This is an optimization exercise on Yosys and OpenROAD, whose aim is small area, not a production implementation.
Only simulation tests tie the RTL to the original design; equivalence was not proved.
No activity file was given, so power comes from the tool's default toggle rates.

// Arr4x4
module Arr4x4(Err_mac, Err_mult,
             w1_in, w2_in, w3_in, w4_in,
             a1_in, a2_in, a3_in, a4_in,
             w1_out, w2_out, w3_out, w4_out,
             a1_out, a2_out, a3_out, a4_out,
             c1_out, c2_out, c3_out, c4_out,
             clk, rst_n, hold);
Settings: LEC_CHECK=0, ABC_AREA=1, CAP_MARGIN=5, CORE_MARGIN=2, CORE_UTILIZATION=60, CTS_BUF_LIST=sky130_fd_sc_hd__clkbuf_16, CTS_CLUSTER_DIAMETER=100, CTS_CLUSTER_SIZE=25, PLACE_DENSITY=0.72, SLEW_MARGIN=5; clock period 7.5 ns.
standard.sh (not shown) runs the stock make flow with config.mk's settings and CLKGATE_MAP_FILE= SYNTH_SCRIPT=/design/flow/synth_recipe.tcl, a recipe that flattens the netlist after the stock synthesis.
==> flow/flow/run.sh <==
#!/bin/bash
# Standard layout, with one netlist step added after synthesis: invpush9.py
# removes inverters around full-adder cells (a full adder is self-dual, and a
# nand2 of two signals is a nor2 of their complements), which
# leaves the logic and every register unchanged. Ports are buffered with buf_1.
set -euo pipefail
W=$(pwd)
R=$W/orfs/results/$FLOW_PLATFORM/Arr4x4/base
bash standard.sh synth > $W/synth.log 2>&1
python3 $W/flow/invpush9.py $R/1_2_yosys.v $R/1_2_yosys_invpush.v 6 150000 > $W/invpush.log 2>&1
cp $R/1_2_yosys.v $W/1_2_yosys_standard.v
mv $R/1_2_yosys_invpush.v $R/1_2_yosys.v
rm -f $R/1_synth.odb $R/1_synth.sdc
bash standard.sh "BUFFER_PORTS_ARGS=-buffer_cell sky130_fd_sc_hd__buf_1" REMOVE_ABC_BUFFERS=1 finish > $W/layout.log 2>&1
Other scripts of this flow, unchanged in this note and not shown: flow/flow/invpush9.py
The first run ran to the end with no violations.
Edit:
Settings changed: CORE_UTILIZATION 60 to 55, PLACE_DENSITY 0.72 to not set.
The changed run completed with no timing, DRC or antenna violations; sequential cell count does not change; global-route usage shrinks by 0.96 points; routed wire length grows by a few percent; final area barely changes; synthesized area is unchanged; via count grows slightly; worst setup slack gains 0.046 ns.

========
== v6 ==
Arr4x4, a different RTL version from the one above (not shown whole).
clock: 7.5 ns
lec_check: 0
abc_area: 1
cap_margin: 0
core_margin: 2
core_utilization: 60
cts_buf_list: sky130_fd_sc_hd__clkbuf_16
cts_cluster_diameter: 100
cts_cluster_size: 20
slew_margin: 0
==> flow/flow/run.sh <==
#!/bin/bash
# Standard layout, with one netlist step added after synthesis: invpush4.py
# removes inverters around full-adder cells (a full adder is self-dual, and a
# nand2 of two signals is a nor2 of their complements), which
# leaves the logic and every register unchanged. Ports are buffered with buf_1.
set -euo pipefail
W=$(pwd)
R=$W/orfs/results/$FLOW_PLATFORM/Arr4x4/base
bash standard.sh synth > $W/synth.log 2>&1
python3 $W/flow/invpush4.py $R/1_2_yosys.v $R/1_2_yosys_invpush.v > $W/invpush.log 2>&1
cp $R/1_2_yosys.v $W/1_2_yosys_standard.v
mv $R/1_2_yosys_invpush.v $R/1_2_yosys.v
rm -f $R/1_synth.odb $R/1_synth.sdc
bash standard.sh "BUFFER_PORTS_ARGS=-buffer_cell sky130_fd_sc_hd__buf_1" REMOVE_ABC_BUFFERS=1 finish > $W/layout.log 2>&1
Other scripts of this flow, unchanged in this note and not shown: flow/flow/invpush4.py
v6 ran to completion and came out clean on the timing, DRC and antenna checks.
#### Input delta (v7 over v6)
# v6
export LEC_CHECK = 0
export ABC_AREA = 1
export CAP_MARGIN = 0
export CORE_MARGIN = 2
export CORE_UTILIZATION = 60
export CTS_BUF_LIST = sky130_fd_sc_hd__clkbuf_16
export CTS_CLUSTER_DIAMETER = 100
export CTS_CLUSTER_SIZE = 20
export SLEW_MARGIN = 0
create_clock -name core_clock -period 7.5 [get_ports {clk}]
# v7
export LEC_CHECK = 0
export ABC_AREA = 1
export CAP_MARGIN = 5
export CORE_MARGIN = 2
export CORE_UTILIZATION = 60
export CTS_BUF_LIST = sky130_fd_sc_hd__clkbuf_16
export CTS_CLUSTER_DIAMETER = 100
export CTS_CLUSTER_SIZE = 25
export GPL_TIMING_DRIVEN = 0
export SLEW_MARGIN = 5
create_clock -name core_clock -period 7.5 [get_ports {clk}]
--- outcome ---
On hold slack, v7 does better than v6. Of the two values seen for critical path capture point, PE22.regC.out[10]$_DFF_PN0_ was produced by v7 and PE12.regC.out[15]$_DFF_PN0_ by v6. Reported for v7 and v6, number of DRC violations after detailed routing turned out identical to the last digit. From v6 to v7 the numbers moved as follows: actual transition at the worst max-transition pin shrank by 86 ps; count of clock-buffer cells in the layout shrank by about 11%; power in combinational cells shrank by about 0.9%; multi-input logic portion of the cell area shrank by 0.20 points. [compare] base=v6 new=v7: wire length of the first global-routing pass decreased by 2.2% relative to the old numbers, largest clock skew in the final design increased by 5.6 ps relative to the old numbers, number of failing setup endpoints in the final timing report flat. Re share of final layout cell area taken by non-clock buffers: v7 is 0.21 points up on v6.

static timing again, ports no longer ideal:
The results above use ideal ports. As a check the final layouts listed here were re-extracted and re-timed, cells and wires unchanged.
Step 1 (the two cells are an assumption about what drives the block):
set clk [get_ports {clk}]
set_driving_cell -lib_cell sky130_fd_sc_hd__clkbuf_16 $clk
set_driving_cell -lib_cell sky130_fd_sc_hd__buf_2 [delete_from_list [all_inputs] $clk]
Step 2, shift: input delay + t, output delay - t, t = (earliest + latest rising clock arrival at the registers) / 2. This alone moves slack from input paths to output paths.
a / b / c = ideal ports / drivers / drivers and shift; a / b = the first two.
run | t, ns | setup slack, ns | latest minus earliest clock arrival (ns)
the first run of note 1 | 0.677 | 0.247 / 0.247 / 0.229 | 0.015 / 0.015
the second run of note 1 | 0.671 | 0.293 / 0.293 / 0.126 | 0.045 / 0.045
v6 | 0.633 | 0.776 / 0.807 / 0.174 | 0.027 / 0.027
v7 | 0.696 | 0.432 / 0.434 / -0.261 | 0.037 / 0.037
Met with ideal ports but missed after step 2: setup timing in v7. The setup slack of v7, which loses most, moves by +0.002 ns with the drivers and by -0.693 ns with both steps.
